This is an optimization exercise on Yosys and OpenROAD, whose aim is small area, not a production implementation.
At most, simulation tests tie the RTL to the original design; equivalence was not proved.
The clock port is modelled as an ideal driver; clocking choices that lean on that would not hold on a real chip.
Power figures rest on the tool's default switching activity, not on a simulated workload.

v26:
==> flow/design.v (excerpt) <==
module maindsp48a1 (
  input [17:0] A, B, D,
  input [47:0] C,
  input [17:0] BCIN,
  input [47:0] PCIN,
  input [7:0] OPMODE,
  input clk, CARRYIN,
  input RSTA, RSTB, RSTC, RSTCARRYIN, RSTD, RSTM, RSTOPMODE, RSTP,
  input CEA, CEB, CEM, CEP, CEC, CED, CECARRYIN, CEOPMODE,
  output [47:0] P,
  output [35:0] M,
  output CARRYOUT, CARRYOUTF,
  output [17:0] BCOUT,
  output [47:0] PCOUT
);
Size in the first run: ~1700 cells after synthesis, about 17000 um2 of cells after synthesis.
Settings: LEC_CHECK=0, CAP_MARGIN=20, CORE_MARGIN=2, CORE_UTILIZATION=40, SLEW_MARGIN=20, SYNTH_HIERARCHICAL=1; clock period 7.0 ns.
standard.sh (not shown) runs the stock make flow with config.mk's settings and CLKGATE_MAP_FILE= SYNTH_SCRIPT=/design/flow/synth_recipe.tcl, a recipe that flattens the netlist after the stock synthesis.
==> flow/flow/run.sh <==
#!/bin/bash
# Own layout flow: the standard flow (standard.sh) with these changes:
#  - after synthesis (the standard Yosys run, unchanged), every combinational
#    cell that Yosys/ABC mapped to a drive strength above 1 is set back to the
#    smallest cell of its family (downsize.tcl); repair_design/repair_timing
#    upsize again where timing needs it;
#  - the port buffers that buffer_ports adds are buf_1 cells;
#  - CTS adds no dummy loads, and leaf clock buffers are clkbuf_8 where the
#    clock slew at their flip-flops allows (clkdown.tcl);
#  - timing-driven global placement does not keep its buffering (GPL_KEEP_OVERFLOW=0).
# ORFS writes each step's full log under orfs/logs; make's output goes to
# standard.log here.
set -uo pipefail
export POST_SYNTH_TCL="$PWD/flow/downsize.tcl"
export POST_CTS_TCL="$PWD/flow/clkdown.tcl"
export BUFFER_PORTS_ARGS="-buffer_cell sky130_fd_sc_hd__buf_1"
export GPL_KEEP_OVERFLOW=0
export CTS_ARGS="-sink_clustering_enable -repair_clock_nets -dont_use_dummy_load"
bash standard.sh > standard.log 2>&1
rc=$?
cp -r orfs/logs ./orfs_logs 2>/dev/null
exit $rc
Other scripts of this flow, unchanged in this note and not shown: flow/flow/clkdown.tcl, flow/flow/downsize.tcl
Having completed the whole flow, v26 delivered a layout that passed the timing, design-rule and antenna checks.
Input changes introduced in v58 (baseline for comparison: v26):
- setting GPL_TIMING_DRIVEN to 0 for the first time
==> flow/flow/run.sh <==
#!/bin/bash
# Own layout flow: the standard flow (standard.sh) with these changes:
#  - after synthesis (the standard Yosys run, unchanged), every combinational
#    cell that Yosys/ABC mapped to a drive strength above 1 is set back to the
#    smallest cell of its family (downsize.tcl); repair_design/repair_timing
#    upsize again where timing needs it;
#  - the port buffers that buffer_ports adds are buf_1 cells;
#  - CTS adds no dummy loads, and leaf clock buffers are clkbuf_8 where the
#    clock slew at their flip-flops allows (clkdown.tcl).
# ORFS writes each step's full log under orfs/logs; make's output goes to
# standard.log here.
set -uo pipefail
export POST_SYNTH_TCL="$PWD/flow/downsize.tcl"
export POST_CTS_TCL="$PWD/flow/clkdown.tcl"
export BUFFER_PORTS_ARGS="-buffer_cell sky130_fd_sc_hd__buf_1"
export CTS_ARGS="-sink_clustering_enable -repair_clock_nets -dont_use_dummy_load"
bash standard.sh > standard.log 2>&1
rc=$?
cp -r orfs/logs ./orfs_logs 2>/dev/null
exit $rc
==> results.txt <==
Per the comparison of v58 with v26, number of DRC violations after detailed-routing iteration 0 went up 9.5%, critical path depth went up 4.3%, maximum vdd drop went down 72 uV, signal arrival time at the worst endpoint went down 0.04 ns, final weighted congestion of routability-driven global placement held.
In the final reports, the cell area of v58 is larger than that of v26.
As far as multi-input combinational gate total is concerned, v26 and v58 perform about the same.
In v58 relative to v26, met2 layer wire length in the routed design had gone down slightly.
Diff v26..v58 | detailed-placement wirelength estimate | negligible
Floorplan die width came out exactly the same in v26 and v58.
diff inputs: v58 => v21
- GPL_TIMING_DRIVEN no longer set, was 0
Notes after the runs:
- [compare] base=v58 new=v21: share of the final layout cell area in sequential cells up 0.60 points, total leakage power down about 4%.
- Combinational group share of total power: v21 vs v58 up 1.0 points
- In v21 the combined global-route utilization of all metal layers turned out 0.56 points higher than in v58.

========
Another version of the RTL of maindsp48a1 (not shown whole).
Size: ~1700 cells after synthesis.
==> flow/design.v (excerpt) <==
module maindsp48a1 (
  input [17:0] A, B, D,
  input [47:0] C,
  input [17:0] BCIN,
  input [47:0] PCIN,
  input [7:0] OPMODE,
  input clk, CARRYIN,
  input RSTA, RSTB, RSTC, RSTCARRYIN, RSTD, RSTM, RSTOPMODE, RSTP,
  input CEA, CEB, CEM, CEP, CEC, CED, CECARRYIN, CEOPMODE,
  output [47:0] P,
  output [35:0] M,
  output CARRYOUT, CARRYOUTF,
  output [17:0] BCOUT,
  output [47:0] PCOUT
);
reg  [7:0] opr_q;
wire [7:0] opr_n;
reg  [17:0] d_q;
wire [17:0] d_n;
reg  [17:0] a1_q;
wire [17:0] a1_n;
reg  [17:0] b1_q;
wire [17:0] b1_n;
reg  [47:0] c_q;
wire [47:0] c_n;
reg  [35:0] m_q;
wire [35:0] m_n;
reg  [47:0] p_q;
wire [47:0] p_n;
reg  [0:0] cin_q;
wire [0:0] cin_n;
reg  [0:0] cout_q;
wire [0:0] cout_n;
wire n1, n2, n3, n4, n5, n6, n7, n8, n9, n10, n11, n12, n13, n14, n15, n16;
wire n17, n18, n19, n20, n21, n22, n23, n24, n25, n26, n27, n28, n29, n30, n31, n32;
wire n33, n34, n35, n36, n37, f38, f39, f40, f41, f42, f43, f44, f45, f46, f47, f48;
wire f49, f50, f51, f52, f53, n54, n55, n56, n57, n58, n59, n60, n61, n62, n63, n64;
wire n65, n66, n67, n68, n69, n70, n71, n72, n73, i74, n75, n76, n77, n78, n79, n80;
wire n81, n82, n83, n84, n85, n86, n87, i88, n89, n90, i91, n92, n93, n94, i95, n96;
wire n97, n98, n99, n100, n101, n102, n103, n104, n105, n106, n107, n108, n109, n110, n111, n112;
wire n113, n114, n115, n116, n117, n118, n119, n120, n121, n122, n123, n124, n125, n126, n127, n128;
wire n129, n130, n131, n132, n133, n134, n135, n136, n137, n138, n139, n140, n141, n142, n143, n144;
wire n145, n146, n147, n148, n149, n150, n151, n152, n153, n154, n155, n156, n157, n158, n159, n160;
wire n161, n162, n163, n164, n165, n166, n167, n168, n169, n170, n171, n172, n173, n174, n175, n176;
  ...
export LEC_CHECK = 0
export CAP_MARGIN = 20
export CORE_MARGIN = 2
export CORE_UTILIZATION = 40
export SLEW_MARGIN = 20
export SYNTH_HIERARCHICAL = 1
create_clock -name core_clock -period 7.0 [get_ports {clk}]
==> flow/flow/run.sh <==
#!/bin/bash
# Own layout flow: the standard flow (standard.sh) with these changes:
#  - after synthesis (the standard Yosys run, unchanged), every combinational
#    cell that Yosys/ABC mapped to a drive strength above 1 is set back to the
#    smallest cell of its family (downsize.tcl); repair_design/repair_timing
#    upsize again where timing needs it;
#  - the port buffers that buffer_ports adds are buf_1 cells;
#  - CTS adds no dummy loads, and leaf clock buffers are clkbuf_8 where the
#    clock slew at their flip-flops allows (clkdown.tcl).
# ORFS writes each step's full log under orfs/logs; make's output goes to
# standard.log here.
set -uo pipefail
export POST_SYNTH_TCL="$PWD/flow/downsize.tcl"
export POST_CTS_TCL="$PWD/flow/clkdown.tcl"
export BUFFER_PORTS_ARGS="-buffer_cell sky130_fd_sc_hd__buf_1"
export CTS_ARGS="-sink_clustering_enable -repair_clock_nets -dont_use_dummy_load"
bash standard.sh > standard.log 2>&1
rc=$?
cp -r orfs/logs ./orfs_logs 2>/dev/null
exit $rc
Other scripts of this flow, unchanged in this note and not shown: flow/flow/clkdown.tcl, flow/flow/downsize.tcl
The baseline went through all stages and came out clean.
Rerun with:
PLACE_DENSITY = 0.75   (was not set)
Global-route usage is lower by 0.15 points.
Non-clock buffer count is lower by 2.
Via count is higher by a few percent.

========
Another version of the RTL of maindsp48a1 (not shown whole).
For scale: roughly 350 I/O pins, ~0.018 mm2 of cells after synthesis.
==> flow/design.v (excerpt) <==
module maindsp48a1 (
  input [17:0] A, B, D,
  input [47:0] C,
  input [17:0] BCIN,
  input [47:0] PCIN,
  input [7:0] OPMODE,
  input clk, CARRYIN,
  input RSTA, RSTB, RSTC, RSTCARRYIN, RSTD, RSTM, RSTOPMODE, RSTP,
  input CEA, CEB, CEM, CEP, CEC, CED, CECARRYIN, CEOPMODE,
  output [47:0] P,
  output [35:0] M,
  output CARRYOUT, CARRYOUTF,
  output [17:0] BCOUT,
  output [47:0] PCOUT
);
Settings: LEC_CHECK=0, CAP_MARGIN=20, CORE_MARGIN=2, CORE_UTILIZATION=40, SLEW_MARGIN=20, SYNTH_HIERARCHICAL=1; clock period 7.0 ns.
==> flow/flow/run.sh <==
#!/bin/bash
# Own layout flow: the standard flow (standard.sh) with two changes:
#  - after synthesis (the standard Yosys run, unchanged), every combinational
#    cell that Yosys/ABC mapped to a drive strength above 1 is set back to the
#    smallest cell of its family (downsize.tcl); repair_design/repair_timing
#    upsize again where timing needs it;
#  - the port buffers that buffer_ports adds are buf_1 cells.
# Each tool's output goes to the ORFS logs under orfs/logs plus standard.log here.
set -uo pipefail
export POST_SYNTH_TCL="$PWD/flow/downsize.tcl"
export BUFFER_PORTS_ARGS="-buffer_cell sky130_fd_sc_hd__buf_1"
bash standard.sh > standard.log 2>&1
rc=$?
cp -r orfs/logs ./orfs_logs 2>/dev/null
exit $rc
==> flow/flow/downsize.tcl <==
# Set each combinational cell to the smallest drive strength of its family.
set db [ord::get_db]
set block [ord::get_db_block]
set n 0
foreach inst [$block getInsts] {
  set m [$inst getMaster]
  set name [$m getName]
  if {![regexp {^(sky130_fd_sc_hd__[a-z0-9]+)_([0-9]+)$} $name -> base sz]} { continue }
  if {[regexp {__(e?s?df|dl|buf|clkbuf|clkinv|conb|tap|fill|decap|diode)} $base]} { continue }
  set best $m
  set barea [expr {[$m getWidth] * [$m getHeight]}]
  foreach s {1 0} {
    set c [$db findMaster ${base}_$s]
    if {$c eq "NULL" || $c eq ""} { continue }
    set a [expr {[$c getWidth] * [$c getHeight]}]
    if {$a < $barea} { set best $c; set barea $a }
  }
  if {$best ne $m} {
    $inst swapMaster $best
    incr n
  }
}
puts "downsize.tcl: $n cells set to a smaller drive strength"
Rerun with:
--- a/flow/config.mk
+++ b/flow/config.mk
@@ -8,5 +8,5 @@
 export CAP_MARGIN = 20
 export CORE_MARGIN = 2
-export CORE_UTILIZATION = 40
+export CORE_UTILIZATION = 65
 export SLEW_MARGIN = 20
 export SYNTH_HIERARCHICAL = 1
Outcome: The changed run finished with timing, DRC and antenna clean; final area is lower slightly; worst hold slack is better by 12 ps; power is lower slightly; first-iteration DRC count is higher by well over a third; via count is higher by a few percent; clock skew is higher by 4.2 ps; area after synthesis is unchanged; critical path depth does not change; wire length is lower by a few percent; setup slack is worse by 270 ps.
No run of this note included a check of the RTL's function; only the layout flow was run.

========
maindsp48a1, a different RTL version from the one above (not shown whole).
For scale: ~1,700 cells after synthesis, about 350 I/O pins.
Settings: LEC_CHECK=0, CAP_MARGIN=20, CORE_MARGIN=2, CORE_UTILIZATION=40, SLEW_MARGIN=20, SYNTH_HIERARCHICAL=1; clock period 7.0 ns.
==> flow/flow/run.sh <==
#!/bin/bash
# Own layout flow: the standard flow (standard.sh) with two changes:
#  - after synthesis (the standard Yosys run, unchanged), every combinational
#    cell that Yosys/ABC mapped to a drive strength above 1 is set back to the
#    smallest cell of its family (downsize.tcl); repair_design/repair_timing
#    upsize again where timing needs it;
#  - the port buffers that buffer_ports adds are buf_1 cells.
# Each tool's output goes to the ORFS logs under orfs/logs plus standard.log here.
set -uo pipefail
export POST_SYNTH_TCL="$PWD/flow/downsize.tcl"
export BUFFER_PORTS_ARGS="-buffer_cell sky130_fd_sc_hd__buf_1"
export CTS_ARGS="-sink_clustering_enable -repair_clock_nets -dont_use_dummy_load -sink_buffer_max_cap_derate 0.03"
bash standard.sh > standard.log 2>&1
rc=$?
cp -r orfs/logs ./orfs_logs 2>/dev/null
exit $rc
Scripts as last shown in full above: flow/flow/downsize.tcl
Edit:
--- a/flow/flow/run.sh
+++ b/flow/flow/run.sh
@@ -10,5 +10,5 @@
 export POST_SYNTH_TCL="$PWD/flow/downsize.tcl"
 export BUFFER_PORTS_ARGS="-buffer_cell sky130_fd_sc_hd__buf_1"
-export CTS_ARGS="-sink_clustering_enable -repair_clock_nets -dont_use_dummy_load -sink_buffer_max_cap_derate 0.03"
+export CTS_ARGS="-sink_clustering_enable -repair_clock_nets -dont_use_dummy_load -sink_clustering_levels 1 -sink_clustering_size 25 -sink_clustering_max_diameter 150"
 bash standard.sh > standard.log 2>&1
 rc=$?
Result: Hold slack stays flat; sequential power is about the same; routed wire length hardly moves; count of clock-buffer cells in the layout stays the same; sequential share of layout area is about the same; power barely changes; global-route usage hardly moves; final cell count is about the same; core utilization barely changes.
Edit:
--- a/flow/flow/run.sh
+++ b/flow/flow/run.sh
@@ -10,5 +10,4 @@
 export POST_SYNTH_TCL="$PWD/flow/downsize.tcl"
 export BUFFER_PORTS_ARGS="-buffer_cell sky130_fd_sc_hd__buf_1"
-export CTS_ARGS="-sink_clustering_enable -repair_clock_nets -dont_use_dummy_load -sink_clustering_levels 1 -sink_clustering_size 25 -sink_clustering_max_diameter 150"
 bash standard.sh > standard.log 2>&1
 rc=$?
- CAP_MARGIN: 20 -> 5
- SLEW_MARGIN: 20 -> 5
Effect:
- The new run produced a clean layout
- cell count rises by 0.54%
- total power is higher by 3.3%
- worst setup slack degrades by 14 ps
Edit:
- CAP_MARGIN: 5 -> 20
- CORE_UTILIZATION: 40 -> 50
- SLEW_MARGIN: 5 -> 20
Result:
- routed wire length is lower by 1.9%
- clock-buffer cell count is higher by 3
- clock skew is about the same
- area after synthesis does not change
- cell count is lower by 3.5%
- hold slack hardly moves
Edit:
- CORE_UTILIZATION: 50 -> 40
- CTS_CLUSTER_DIAMETER: not set -> 100
- CTS_CLUSTER_SIZE: not set -> 30
Wire length increases by a few percent.
Synthesized area stays the same.
Cell count came out higher by a few percent.
Global-route usage fell by 5.6 points.
Count of clock-buffer cells in the layout falls by 3.
Final area came out higher slightly.
Via count hardly moves.
Core utilization falls by 12 points.

========
Setup of v6:
Starting RTL as in the previous note.
export LEC_CHECK = 0
export CAP_MARGIN = 20
export CORE_MARGIN = 2
export CORE_UTILIZATION = 40
export SLEW_MARGIN = 20
export SYNTH_HIERARCHICAL = 1
create_clock -name core_clock -period 7.0 [get_ports {clk}]
==> flow/flow/run.sh <==
#!/bin/bash
# Own layout flow: the standard flow (standard.sh) with two changes:
#  - after synthesis (the standard Yosys run, unchanged), every combinational
#    cell that Yosys/ABC mapped to a drive strength above 1 is set back to the
#    smallest cell of its family (downsize.tcl); repair_design/repair_timing
#    upsize again where timing needs it;
#  - the port buffers that buffer_ports adds are buf_1 cells.
# Each tool's output goes to the ORFS logs under orfs/logs plus standard.log here.
set -uo pipefail
export POST_SYNTH_TCL="$PWD/flow/downsize.tcl"
export BUFFER_PORTS_ARGS="-buffer_cell sky130_fd_sc_hd__buf_1"
bash standard.sh > standard.log 2>&1
rc=$?
cp -r orfs/logs ./orfs_logs 2>/dev/null
exit $rc
Scripts as last shown in full above: flow/flow/downsize.tcl
diff inputs: v6 => v7
- CTS_CLUSTER_DIAMETER now 150, previously not set
- CTS_CLUSTER_SIZE now 50, previously not set
Findings:
- ~same total power draw in v6 and v7
- Diff v6 -> v7: clock buffer count in the final layout shows no meaningful change; transition at the pin with the smallest max-transition slack now sits at about the same level.
- As far as cell area after placement goes, v7 and v6 are indistinguishable; the numbers are identical.
- | met1 usage in global routing | v6 vs v7 | ≈ equal |
- Diff v6 -> v7: critical path depth saw little to no change, gate count of the mapped netlist saw little to no change, non-clock buffer count saw little to no change, number of global-route vias before repair saw little to no change, multi-input gate count saw little to no change.
- On fraction of power consumed by the clock network, v7 tracks v6 almost exactly.

-- afterwards: timing with drivers on the ports --
In the flow no input, the clock included, has a driving cell. The finished layouts below were timed again as built, in two steps.
Step 1 (the two cells are an assumption about what drives the block):
set clk [get_ports {clk}]
set_driving_cell -lib_cell sky130_fd_sc_hd__clkbuf_16 $clk
set_driving_cell -lib_cell sky130_fd_sc_hd__buf_2 [delete_from_list [all_inputs] $clk]
Step 2 moves the port delays by t, midway between the first and last clock arrival at a register: inputs arrive t later, outputs are due t later. That takes back most of the time a late clock gives input paths.
Three values: no drivers, after step 1, after step 2; two values: the first two.
run	shift t [ns]	slack for setup (ns)	clock arrival spread, ns
v26	0.491	0.215 / 0.215 / -0.011	0.052 / 0.052
v58	0.506	0.258 / 0.258 / -0.170	0.033 / 0.033
v21	0.492	0.306 / 0.335 / -0.157	0.034 / 0.034
the first run of note 2	0.495	0.745 / 0.745 / 0.387	0.037 / 0.037
the second run of note 2	0.474	0.576 / 0.576 / 0.368	0.029 / 0.029
the first run of note 3	0.557	0.728 / 0.728 / 0.240	0.014 / 0.014
the second run of note 3	0.497	0.459 / 0.459 / 0.109	0.018 / 0.019
the first run of note 4	0.648	0.342 / 0.342 / -0.150	0.036 / 0.036
the second run of note 4	0.517	0.358 / 0.362 / -0.130	0.036 / 0.036
the third run of note 4	0.522	0.344 / 0.354 / -0.150	0.017 / 0.018
the fourth run of note 4	0.508	0.373 / 0.390 / -0.103	0.018 / 0.019
the fifth run of note 4	0.529	0.357 / 0.357 / -0.128	0.019 / 0.020
v6	0.529	0.357 / 0.357 / -0.128	0.019 / 0.020
v7	0.529	0.357 / 0.357 / -0.128	0.019 / 0.020
Met with ideal ports but missed after step 2: setup timing in 10 of these runs. For the third run of note 4, which loses most, drivers alone change the setup slack by +0.010 ns; drivers and shift together by -0.494 ns.
